From an optimization exercise on the open Yosys and OpenROAD flow, aimed at small area, a short achievable clock period and few clock cycles; shortcuts taken in it are not production practice. Only simulation tests tie the RTL to the original design; equivalence was not proved.

==> flow/design.v <==
module Bin2BCD(
    input clk,
    input rst,
    input en,
    input [11:0] bin_d_in,
    output [15:0] bcd_d_out,
    output rdy
    );
    function [2:0] mod5(input [3:0] d);
        begin
            mod5[2] = (d[2] & ~d[1] & ~d[0]) | (d[3] & d[0]);
            mod5[1] = (d[1] & ~d[2]) | (d[1] & d[0]) | (d[3] & ~d[0]);
            mod5[0] = (~d[3] & ~d[2] & d[0]) | (d[2] & d[1] & ~d[0]) | (d[3] & ~d[0]);
        end
    endfunction
    function ge5(input [3:0] d);
        ge5 = d[3] | (d[2] & (d[1] | d[0]));
    endfunction
    wire [3:0] a0_0 = {3'd0, bin_d_in[11]};
    wire [3:0] a1_0 = {a0_0[2:0], bin_d_in[10]};
    wire [3:0] a2_0 = {a1_0[2:0], bin_d_in[9]};
    wire [3:0] a3_0 = {mod5(a2_0), bin_d_in[8]};
    wire [3:0] a3_1 = {3'd0, ge5(a2_0)};
    wire [3:0] a4_0 = {mod5(a3_0), bin_d_in[7]};
    wire [3:0] a4_1 = {a3_1[2:0], ge5(a3_0)};
    wire [3:0] a5_0 = {mod5(a4_0), bin_d_in[6]};
    wire [3:0] a5_1 = {a4_1[2:0], ge5(a4_0)};
    wire [3:0] a6_0 = {mod5(a5_0), bin_d_in[5]};
    wire [3:0] a6_1 = {mod5(a5_1), ge5(a5_0)};
    wire [3:0] a6_2 = {3'd0, ge5(a5_1)};
    wire [3:0] a7_0 = {mod5(a6_0), bin_d_in[4]};
    wire [3:0] a7_1 = {mod5(a6_1), ge5(a6_0)};
    wire [3:0] a7_2 = {a6_2[2:0], ge5(a6_1)};
    wire [3:0] a8_0 = {mod5(a7_0), bin_d_in[3]};
    wire [3:0] a8_1 = {mod5(a7_1), ge5(a7_0)};
    wire [3:0] a8_2 = {a7_2[2:0], ge5(a7_1)};
    wire [3:0] a9_0 = {mod5(a8_0), bin_d_in[2]};
    wire [3:0] a9_1 = {mod5(a8_1), ge5(a8_0)};
    wire [3:0] a9_2 = {mod5(a8_2), ge5(a8_1)};
    wire [3:0] a9_3 = {3'd0, ge5(a8_2)};
    reg [14:0] mid_q;
    reg        rdy_q;
    always @(posedge clk) begin
        if (en) mid_q <= {a9_3[0:0], a9_2[3:0], a9_1[3:0], a9_0[3:0], bin_d_in[1:0]};
        rdy_q <= en & ~rst;
    end
    wire [3:0] m_3 = {3'b0, mid_q[14:14]};
    wire [3:0] m_2 = {mid_q[13:10]};
    wire [3:0] m_1 = {mid_q[9:6]};
    wire [3:0] m_0 = {mid_q[5:2]};
    wire [3:0] b10_0 = {mod5(m_0), mid_q[1]};
    wire [3:0] b10_1 = {mod5(m_1), ge5(m_0)};
    wire [3:0] b10_2 = {mod5(m_2), ge5(m_1)};
    wire [3:0] b10_3 = {m_3[2:0], ge5(m_2)};
    wire [3:0] b11_0 = {mod5(b10_0), mid_q[0]};
    wire [3:0] b11_1 = {mod5(b10_1), ge5(b10_0)};
    wire [3:0] b11_2 = {mod5(b10_2), ge5(b10_1)};
    wire [3:0] b11_3 = {b10_3[2:0], ge5(b10_2)};
    assign bcd_d_out = {b11_3, b11_2, b11_1, b11_0};
    assign rdy = rdy_q;
endmodule
Settings: LEC_CHECK=0, ABC_AREA=1, CAP_MARGIN=20, CORE_MARGIN=2, CORE_UTILIZATION=40, CTS_BUF_LIST=sky130_fd_sc_hd__clkbuf_4, CTS_CLUSTER_DIAMETER=100, CTS_CLUSTER_SIZE=30, SETUP_SLACK_MARGIN=0.45, SLEW_MARGIN=20; clock period 3.0 ns.
standard.sh (not shown) runs the stock make flow with config.mk's settings and CLKGATE_MAP_FILE= SYNTH_SCRIPT=/design/flow/synth_recipe.tcl, a recipe that flattens the netlist after the stock synthesis.
==> flow/flow/run.sh <==
#!/bin/bash
set -euo pipefail
bash standard.sh synth > synth.log 2>&1
export BUFFER_PORTS_ARGS="-buffer_cell sky130_fd_sc_hd__buf_1"
export DONT_USE_CELLS="sky130_fd_sc_hd__clkdlybuf4s50_1 sky130_fd_sc_hd__clkdlybuf4s50_2 sky130_fd_sc_hd__clkdlybuf4s25_1 sky130_fd_sc_hd__clkdlybuf4s25_2 sky130_fd_sc_hd__clkdlybuf4s15_1 sky130_fd_sc_hd__clkdlybuf4s15_2 sky130_fd_sc_hd__clkdlybuf4s18_1 sky130_fd_sc_hd__clkdlybuf4s18_2 sky130_fd_sc_hd__dlymetal6s2s_1 sky130_fd_sc_hd__dlymetal6s4s_1 sky130_fd_sc_hd__dlymetal6s6s_1 sky130_fd_sc_hd__dlygate4sd1_1 sky130_fd_sc_hd__dlygate4sd2_1 sky130_fd_sc_hd__dlygate4sd3_1"
bash standard.sh > layout.log 2>&1
Testbench counts at the start, summed over its fixed seeds: cycles 4,096.
==> next run, changes <==
--- a/flow/flow/run.sh
+++ b/flow/flow/run.sh
@@ -2,3 +2,6 @@
 set -euo pipefail
-bash standard.sh synth > synth.log 2>&1
+export ABC_POST_SCRIPT=$PWD/flow/abc_post.script
+[ -f flow/abc_pre.script ] && export ABC_PRE_SCRIPT=$PWD/flow/abc_pre.script
+sed "s|SYNTH_SCRIPT=[^ ]*|SYNTH_SCRIPT=$PWD/flow/synth_custom.tcl|" standard.sh > standard_custom.sh
+bash standard_custom.sh synth > synth.log 2>&1
 export BUFFER_PORTS_ARGS="-buffer_cell sky130_fd_sc_hd__buf_1"
==> flow/flow/abc_post.script (new file) <==
strash
dch
amap
topo
stime -c
buffer -c
upsize -c
dnsize -c
==> flow/flow/synth_custom.tcl (new file) <==
# The standard flow's synthesis script (synth_recipe.tcl) with one change: Yosys's abc
# pass maps the logic after the register (the generic gates in the fan-in
# cone of bcd_d_out, which have timing slack to spare) with flow/abc_post.script, and then the rest
# of the logic with the ORFS script as usual.
proc synth {args} { yosys synth -nofsm -noshare {*}$args }
proc abc {args} {
  set i [lsearch -exact $args -script]
  if { [info exists ::env(ABC_POST_SCRIPT)] && $::env(ABC_POST_SCRIPT) ne "" } {
    set a $args
    lset a [expr {$i + 1}] $::env(ABC_POST_SCRIPT)
    yosys select -set post_cone o:bcd_d_out %ci* t:\$_*_ %i
    yosys abc {*}$a @post_cone
  }
  yosys abc {*}$args
}
source $::env(SCRIPTS_DIR)/synth.tcl
# left out here: clear keep_hierarchy, flatten, clean up, hide names made inside functions, write 1_2_yosys.v
- CORE_UTILIZATION: 40 -> 70
- PLACE_DENSITY: default -> 0.85
- SETUP_SLACK_MARGIN: 0.45 -> 0.3
What happened:
- The new run died in clock tree synthesis on DPL-0038
- area after synthesis came out lower by 15%
- synthesized cell count came out lower by 30%
==> next run, changes <==
--- a/flow/flow/run.sh
+++ b/flow/flow/run.sh
@@ -2,6 +2,3 @@
 set -euo pipefail
-export ABC_POST_SCRIPT=$PWD/flow/abc_post.script
-[ -f flow/abc_pre.script ] && export ABC_PRE_SCRIPT=$PWD/flow/abc_pre.script
-sed "s|SYNTH_SCRIPT=[^ ]*|SYNTH_SCRIPT=$PWD/flow/synth_custom.tcl|" standard.sh > standard_custom.sh
-bash standard_custom.sh synth > synth.log 2>&1
+bash standard.sh synth > synth.log 2>&1
 export BUFFER_PORTS_ARGS="-buffer_cell sky130_fd_sc_hd__buf_1"
- CORE_UTILIZATION: 70 -> 40
- PLACE_DENSITY: 0.85 -> default
removed: flow/flow/abc_post.script
removed: flow/flow/synth_custom.tcl
Outcome: This time the run completed without violations; synthesized cell count rose by 43%; area after synthesis went up by 18%.

==> static timing again, ports no longer ideal <==
The flow's constraints put no driver on any port. The routed layouts listed below were extracted and timed again, unchanged, in two steps.
Step 1 assumes that a clkbuf_16 drives the clock port and a buf_2 every other input.
Step 2 adds t to the input delays and takes it off the output delays; t is the mean of the earliest and latest rising clock arrival at the registers after step 1. Input paths then give back, and output paths get back, about the clock's delay inside the block.
Slacks: ideal ports / drivers / drivers and shift; pairs: ideal ports / drivers.
run | t, ns | slack for setup (ns) | worst slew at a driven data input, ns
the first run | 0.290 | 0.613 / 0.611 / 0.321 | 0.03
the third run | 0.289 | 0.593 / 0.591 / 0.302 | 0.03
After both steps every run listed still meets setup and hold. The setup slack of the first run, which loses most, moves by -0.002 ns with the drivers and by -0.292 ns with both steps.
